This is an optimization exercise on Yosys and OpenROAD, whose aim is small area, not a production implementation. No functional check of the RTL was part of this run. No activity file was given, so power comes from the tool's default toggle rates.

==> flow/design.v <==
module extendZero(input[7:0] in, output[20:0] out);
	assign out[7:0] = in[7:0];
	assign out[20:8] = '0;
endmodule
module MUX_ALU (inp0, inp1, select, out);
	input logic [20:0] inp0, inp1;
	input logic select;
	output logic [20:0] out;
	assign out = select ? inp1 : inp0;
endmodule
module ALU_Control (exec, opALU, aluSrc, operALUe, operALUve, operSum);
	input logic [3:0] exec;
	output logic [2:0] opALU;
	output logic aluSrc;
	output logic operALUe;
	output logic operALUve;
	output logic operSum;
	logic func;
	logic [2:0] opcode;
	assign func = exec[3];
	assign opcode = exec[2:0];
	always @(*) begin
		opALU = opcode;
		aluSrc = 1'b0;
		operALUe = 1'b0;
		operALUve = 1'b0;
		operSum = 1'b0;
		case(func)
			1'b0: begin
				case(opcode)
					3'b000: begin												 
						aluSrc = 1'b1;
						operALUe = 1'b1;
					end
					3'b001: begin												 
						operALUve = 1'b1;
					end
					3'b010: begin												 
						aluSrc = 1'b1;
						operALUe = 1'b1;
					end
					3'b011: begin												 
						aluSrc = 1'b1;
						operALUe = 1'b1;
					end
					3'b100: begin												 
						operALUve = 1'b1;
					end
					3'b101: begin												 
						operSum = 1'b1;
					end
					3'b110: begin												 
						operALUve = 1'b1;
					end
					3'b111: begin												 
						operALUe = 1'b1;
					end
				endcase
			end
			1'b1: begin															 
				opALU = 3'b111;
			end
		endcase
	end
endmodule
module ALU (op1, op2, funct, result);
	input logic [20: 0] op1;
	input logic [20: 0] op2;
	input logic [2: 0] funct;
	output logic [20: 0] result;
	always @(*) begin
		case(funct)
			3'b000:  
				result = op2;
			3'b010:  
				result = op1 + op2;
			3'b011:  
				result = op1 - op2;
			3'b111:  
				result = op1 * op2;
			default:
				result = '0;
		endcase
	end 
endmodule
module ALU_VE (op1, op2, funct, result);
	input logic [191: 0] op1;
	input logic [20: 0] op2;
	input logic [2: 0] funct;
	output logic [191:0] result;
	integer i;
	always @(*) begin
		result = '0;
		case(funct)
			3'b001: begin											 
				for (i = 0; i < 24; i = i + 1)
					result[8*i +: 8] = op2;
			end
			3'b100: begin											 
				for (i = 0; i < 24; i = i + 1)
					result[8*i +: 8] = op1[8*i +: 8] * op2;
			end
			3'b110: begin											 
				for (i = 0; i < 24; i = i + 1)
					result[8*i +: 8] = (op2 == 21'd0) ? 8'hFF : op1[8*i +: 8] / op2;
			end
			default: ;
		endcase
	end
endmodule
module ADDER_VV (op1, op2, result);
	input logic [191: 0] op1;
	input logic [191: 0] op2;
	output logic [191:0] result;
	integer i;
	always @(*) begin
		for (i = 0; i < 24; i = i + 1)
			result[8*i +: 8] = op1[8*i +: 8] + op2[8*i +: 8];
	end
endmodule
module MUX_MEM (inp0, inp1, opcode, out);
	input logic [191:0] inp0, inp1;
	input logic [2:0] opcode;
	output logic [191:0] out;
	always @(*) begin
		case(opcode)
			3'b101: begin
				out = inp0;
			end
			default: begin
				out = inp1;
			end
		endcase
	end
endmodule
module ID_EX(clk, rst, exc, r1e, r2e, r1v, r2v, imm,
						exc_out, r1e_out, r2e_out, r1v_out, r2v_out, imm_out);
	input logic clk;
	input logic rst;
	input logic [3:0] exc;
	input logic [20:0] r1e;
	input logic [20:0] r2e;
	input logic [191:0] r1v;
	input logic [191:0] r2v;
	input logic [20:0] imm;
	output logic [3:0] exc_out;
	output logic [20:0] r1e_out;
	output logic [20:0] r2e_out;
	output logic [191:0] r1v_out;
	output logic [191:0] r2v_out;
	output logic [20:0] imm_out;
	always @(posedge clk) begin
		if (rst)
			exc_out <= 4'b1000;					 
		else
			exc_out <= exc;
		r1e_out <= r1e;
		r2e_out <= r2e;
		r1v_out <= r1v;
		r2v_out <= r2v;
		imm_out <= imm;
	end
endmodule
module EX_MEM (clk, rst, weE, weV, resALUe, resV, resALUe_out, resV_out);
	input logic clk;
	input logic rst;
	input logic weE;
	input logic weV;
	input logic [20:0] resALUe;
	input logic [191:0] resV;
	output logic [20:0] resALUe_out;
	output logic [191:0] resV_out;
	always @(posedge clk) begin
		if (rst) begin
			resALUe_out <= '0;
			resV_out <= '0;
		end else begin
			if (weE)
				resALUe_out <= resALUe;
			if (weV)
				resV_out <= resV;
		end
	end
endmodule
module EXEC_Stage (exc, r1e, r2e, r1v, r2v, imm, resALUe, resV, weE, weV);
	input logic [3:0] exc; 
	input logic [20:0] r1e;
	input logic [20:0] r2e;
	input logic [191:0] r1v;
	input logic [191:0] r2v;
	input logic [20:0] imm;
	output logic [20:0] resALUe;
	output logic [191:0] resV;
	output logic weE;
	output logic weV;
	logic [20:0] muxAlu;
	logic [2:0] operAlu;
	logic aluSrc;
	logic [191:0] resALUve;
	logic [191:0] resSum;
	logic flagALUe;
	logic flagALUve;
	logic flagSum;
	ALU_Control controlALU (exc, operAlu, aluSrc, flagALUe, flagALUve, flagSum);
	MUX_ALU exMux (r2e, imm, aluSrc, muxAlu);
	ALU aluE(r1e, muxAlu, operAlu, resALUe);
	ALU_VE aluve(r2v, muxAlu, operAlu, resALUve);
	ADDER_VV addVV(r1v, r2v, resSum);
	MUX_MEM muxXmem(resSum, resALUve, operAlu, resV);
	assign weE = flagALUe;
	assign weV = flagALUve | flagSum;
endmodule
module VectorExec(clk, rst, op, imm, r1e, r2e, r1v, r2v, res_e, res_v);
	input logic clk;
	input logic rst;
	input logic [3:0] op;
	input logic [7:0] imm;
	input logic [20:0] r1e;
	input logic [20:0] r2e;
	input logic [191:0] r1v;
	input logic [191:0] r2v;
	output logic [20:0] res_e;
	output logic [191:0] res_v;
	logic [20:0] imm21;
	logic [3:0] exc_out;
	logic [20:0] r1e_out;
	logic [20:0] r2e_out;
	logic [191:0] r1v_out;
	logic [191:0] r2v_out;
	logic [20:0] imm_out;
	logic [20:0] resALUe;
	logic [191:0] resV;
	logic weE, weV;
	extendZero zeroExt (imm, imm21);
	ID_EX pipeIdex(clk, rst, op, r1e, r2e, r1v, r2v, imm21,
			exc_out, r1e_out, r2e_out, r1v_out, r2v_out, imm_out);
	EXEC_Stage execS(exc_out, r1e_out, r2e_out, r1v_out, r2v_out, imm_out, resALUe, resV, weE, weV);
	EX_MEM pipeExecMem(clk, rst, weE, weV, resALUe, resV, res_e, res_v);
endmodule
==> flow/run.sh <==
#!/bin/bash
# synth_recipe.tcl (not shown) runs the flow's synth.tcl, then flattens the netlist and writes it again
# the make line also repeats each setting of config.mk as NAME=value (left out here)
make -C /OpenROAD-flow-scripts/flow DESIGN_CONFIG=/design/flow/config.mk WORK_HOME=/design/flow/orfs CLKGATE_MAP_FILE= SYNTH_SCRIPT=/design/flow/synth_recipe.tcl finish
==> flow/config.mk <==
export PLATFORM = sky130hd
export DESIGN_NAME = VectorExec
export DESIGN_NICKNAME = VectorExec
export VERILOG_FILES = /design/flow/design.v
export SDC_FILE = /design/flow/constraint.sdc
export NUM_CORES = 8
export LEC_CHECK = 0
export CAP_MARGIN = 20
export CORE_MARGIN = 2
export CORE_UTILIZATION = 30
export PLACE_DENSITY = 0.45
export SLEW_MARGIN = 20
==> flow/constraint.sdc <==
create_clock -name core_clock -period 45.0 [get_ports {clk}]
set_input_delay 9.0000 -clock core_clock [delete_from_list [all_inputs] [get_ports {clk}]]
set_output_delay 9.0000 -clock core_clock [all_outputs]
set_load 0.01 [all_outputs]
==> results.rst <==
.. list-table::
   :header-rows: 1

   * - Metric
     - Value
   * - Primary flip-flop cell chosen by synthesis mapping
     - dfxtp_1
   * - Die Footprint
     - 1.07 mm²
   * - Cts bufs inserted
     - 105
   * - Pin count of the biggest net entering global routing
     - between 70 and 80
   * - Cells after Synth
     - 44026
   * - Detail Route Antenna Nets
     - 0
   * - Crit path launch type
     - flip-flop
   * - Final Core Density
     - a little over a third
   * - Yosys cell types
     - 117
   * - Overflow left after global routing
     - 0
   * - First element of the critical path
     - pipeIdex.exc_out[3]$_SDFF_PP1_
   * - Sequential cell area
     - 0.0131 mm²
   * - Number of clock sinks seen by CTS
     - 655
   * - Max Fanout on Critical Path
     - 14
   * - Maximum vdd drop
     - about 82 µV
   * - Routed vias
     - 351246
   * - Tmin final
     - 42.93 ns
   * - Clock Root Buffer
     - clkbuf_16
   * - Worst Setup Path Type
     - flip-flop to flip-flop
   * - Reg2Reg Launch Point
     - pipeIdex.exc_out[3]$_SDFF_PP1_
   * - Final setup fails
     - 0
   * - # hold bufs at CTS
     - 0
   * - Setup slack of the most critical reg-to-reg path
     - 2.07 ns
   * - Wire length of the first global-routing pass
     - roughly 2300000 µm
   * - Clock skew after layout
     - 0.141 ns
   * - Max-capacitance violation count
     - 0
   * - Detailed-placement wirelength estimate
     - 1300000 µm
   * - Fin. Hold Viols
     - 0
   * - Maximum single-stage delay on the critical path
     - 0.68 ns
   * - Routed len/inst
     - 26.8 µm
   * - Netlist Area Pre-Place
     - 0.319 mm²
   * - Port Buffers
     - 652
   * - Critical Path Slowest Stage Cell
     - or4_4
   * - Clock tree from TritonCTS
     - done
   * - Slew at the pin with the worst max-slew slack
     - ~1.3 ns
   * - Post-synth EDFFs
     - 0
   * - Area growth from synthesis to layout
     - 15.6%
   * - Portion of the post-synthesis area used by sequential elements
     - 4.11%
   * - Data arrival time of the critical path
     - 43.66 ns
   * - Static leakage power
     - 179 nW
   * - Most frequent standard cell in the layout excluding fill and tap cells
     - ha_1
   * - Share of async-settable or async-resettable flops after synthesis
     - 0%
   * - Multi-input logic area
     - approximately 0.30 mm²
   * - Initial antenna violation count
     - 272
   * - Number of core rows
     - around 380
   * - Number of flip-flops and latches in the synthesized netlist
     - 655
   * - Filler instances
     - 112755
   * - Starting DRC count in detailed routing
     - 28583
   * - GRT Util Overall
     - 28.6%
   * - Highest achievable clock rate
     - 23.3 MHz
   * - Synthesis warning total
     - 7
   * - Std-Cell Core Area
     - 1.06 mm²
   * - Via density per instance
     - 5.81
   * - Top library cells by usage in the layout, fill and taps aside
     - ha_1, nor2_1, nand2_1
   * - Via count of the first global-routing pass
     - 333747
   * - Clock-pin transition on the worst setup and hold timing paths
     - 0.07 ns
   * - Crit Reg-Reg Endpoint
     - pipeExecMem.resV_out[48]$_SDFFE_PP0P_
   * - Worst EP required
     - 45.73 ns
   * - Detailed Route WL
     - 1620000 µm
   * - Number of I/O pins
     - roughly 650
   * - H-tree levels
     - 3
   * - Headroom to the max-slew limit
     - between 10% and 20%
   * - Die W
     - roughly 1000 µm
   * - Max-slew violation total from the final report
     - 0
   * - DRC violation count after routing
     - 0
   * - Result of the run
     - complete, no violations
   * - HP Class
     - flip-flop to flip-flop
   * - Drt pass-1 iters
     - 6
   * - Dominant cell type by count on the critical path
     - ha_1
   * - Maximum clock path buffer count
     - 4
   * - Final Cycle Share
     - approximately 95%
   * - Number of nets in the finished design
     - 53240
   * - Aggregate negative setup slack
     - 0 ns
   * - Clk Latency, worst-skew pair
     - about 1.0 ns
   * - DIE HEIGHT
     - 1040 µm
   * - Initial Utilization
     - about 30%
   * - Final RePlAce weighted congestion
     - just under 1
   * - Fraction of final layout cells with drive strength greater than 1
     - 11.8%
   * - Power per unit of standard cell area
     - 16.8 mW/mm²
   * - Nature of the critical path endpoint
     - flip-flop
   * - Destination of the critical timing path
     - pipeExecMem.resV_out[48]$_SDFFE_PP0P_
   * - Worst reg-to-reg path cell count
     - 180
   * - Synthesized area divided by synthesized cell count
     - 7.25 µm²
[cell families (layout without fill, tap and decap cells)]
family,after synthesis,in the layout,synth area share [%]
other cells,1,566,0.00118
fa+ha+maj,6752,6752,27.6
compound gates,13624,13629,28.5
buf+inv,3523,5329,4.19
simple gates,14813,14814,22.0
flops,655,655,4.11
xor+xnor,3425,3425,9.40
mux,1233,1233,4.23
[through the flow]
step	power (mW)	setup slack (ns)	instances	area (µm²)	hold WS [ns]
3_5_place_dp	5.14	-2.25	59775	357000	0.464
4_1_cts	6.11	0.000757	59976	361000	0.478
6_report	6.19	2.07	60463	369000	0.490
5_1_grt	6.68	-0.225	60392	369000	0.503
2_1_floorplan	3.78	-0.331	44313	320000	0.481
3_3_place_gp	5.11	-2.71	59764	357000	0.462
[where the power goes]
group / internal [mW] / switching, mW / total (mW) / leakage [nW]
combinational: 1.84 / 2.77 / 4.61 / 172
sequential: 0.613 / 0.0534 / 0.667 / 5.46
clock: 0.505 / 0.403 / 0.909 / 1.69
total: 2.96 / 3.23 / 6.19 / 179
[flip-flops by register name (all words and copies together), names as in the netlist, named ones only]
| register | cells |
|---|---|
| pipeExecMem.resV_out | 192 |
| pipeIdex.r1v_out | 192 |
| pipeIdex.r2v_out | 192 |
| pipeExecMem.resALUe_out | 21 |
| pipeIdex.r1e_out | 21 |
| pipeIdex.r2e_out | 21 |
| pipeIdex.imm_out | 8 |
| pipeIdex.exc_out | 4 |
[how the worst min path moves through the flow]
stage / start / end / slack [ns] / cells after the start
after floorplan: pipeExecMem.resALUe_out[0]$_SDFFE_PP0P_ / pipeExecMem.resALUe_out[0]$_SDFFE_PP0P_ / 0.48 / 2
after global placement: pipeExecMem.resALUe_out[0]$_SDFFE_PP0P_ / pipeExecMem.resALUe_out[0]$_SDFFE_PP0P_ / 0.46 / 2
after global routing: pipeExecMem.resALUe_out[0]$_SDFFE_PP0P_ / pipeExecMem.resALUe_out[0]$_SDFFE_PP0P_ / 0.50 / 2
final: pipeExecMem.resALUe_out[0]$_SDFFE_PP0P_ / pipeExecMem.resALUe_out[0]$_SDFFE_PP0P_ / 0.49 / 2
after detailed placement: pipeExecMem.resALUe_out[0]$_SDFFE_PP0P_ / pipeExecMem.resALUe_out[0]$_SDFFE_PP0P_ / 0.46 / 2
after CTS: pipeExecMem.resALUe_out[0]$_SDFFE_PP0P_ / pipeExecMem.resALUe_out[0]$_SDFFE_PP0P_ / 0.48 / 2
[layer usage]
| layer | global-route usage [%] | up-vias | routed length (µm) |
|---|---|---|---|
| li1 | - | 167289 | - |
| met1 | 39.7 | 171176 | 747000 |
| met2 | 45.6 | 11039 | 708000 |
| met3 | 3.47 | 1712 | 105000 |
| met4 | 9.49 | 30 | 62000 |
| met5 | 0 | - | 221 |
[cells in the mapped netlist (372+ instances only)]
cell / count / area [µm²]
ha_1: 6284 / 78600
clkbuf_1: 1163 / 4370
nor2b_1: 602 / 3770
nand2b_1: 435 / 2720
dfxtp_1: 655 / 13100
a21oi_1: 3231 / 16200
inv_1: 2134 / 8010
o211ai_1: 481 / 3610
mux2_2: 912 / 10300
a211oi_1: 541 / 4060
or2_2: 446 / 2790
or3_1: 618 / 3870
nor3_1: 1606 / 8040
nand3_1: 904 / 4520
and2_1: 596 / 3730
a31oi_1: 609 / 3810
o31ai_1: 372 / 2790
xor2_1: 1312 / 11500
fa_1: 468 / 9370
nand2_1: 3672 / 13800
nor2_1: 4482 / 16800
nand4_1: 427 / 2670
a21o_1: 1574 / 11800
o21ai_0: 2328 / 11700
xnor2_1: 2113 / 18500
o21a_1: 1517 / 11400
[worst max-delay path: cells and delay by family (launching register included)]
kind	cells	cell delay, ns
mux	6	2.03
fa+ha+maj	20	5.91
flops	1	0.36
simple gates	42	10.07
buf+inv	16	2.45
compound gates	96	21.82
[final cells by class]
cell class	count	area share, %
repair buffers	2989	6.74
flip-flops and latches	655	3.56
clock inverters	55	0.185
clock buffers	129	0.764
multi-input cells	40141	81.6
diodes	278	0.189
well taps	14060	4.77
inverters	2156	2.23
[repair_timing]
action / 4_1_cts / 5_1_grt
buffers inserted: 17 / 200
pin swaps: 9 / 175
gates resized for setup: 194 / 1327
gates cloned: 0 / 8
endpoints found under the setup margin: 26 / 48

==> what the ideal ports hide <==
The results above use ideal ports. As a check the final layout listed here was re-extracted and re-timed, cells and wires unchanged. Step 1: set_driving_cell puts a clkbuf_16 on clk and a buf_2 on each other input, an assumption about the parent block. Step 2 moves the port delays by t, midway between the first and last clock arrival at a register: inputs arrive t later, outputs are due t later. That takes back most of the time a late clock gives input paths. a / b / c = ideal ports / drivers / drivers and shift; a / b = the first two.
t, ns: 1.113
slack for setup (ns): 2.066 / 2.067 / 2.067
hold WS [ns]: 0.490 / 0.490 / 0.490
After both steps this run still meets setup and hold. The setup slack of this run moves by +0.001 ns with the drivers and by +0.001 ns with both steps.
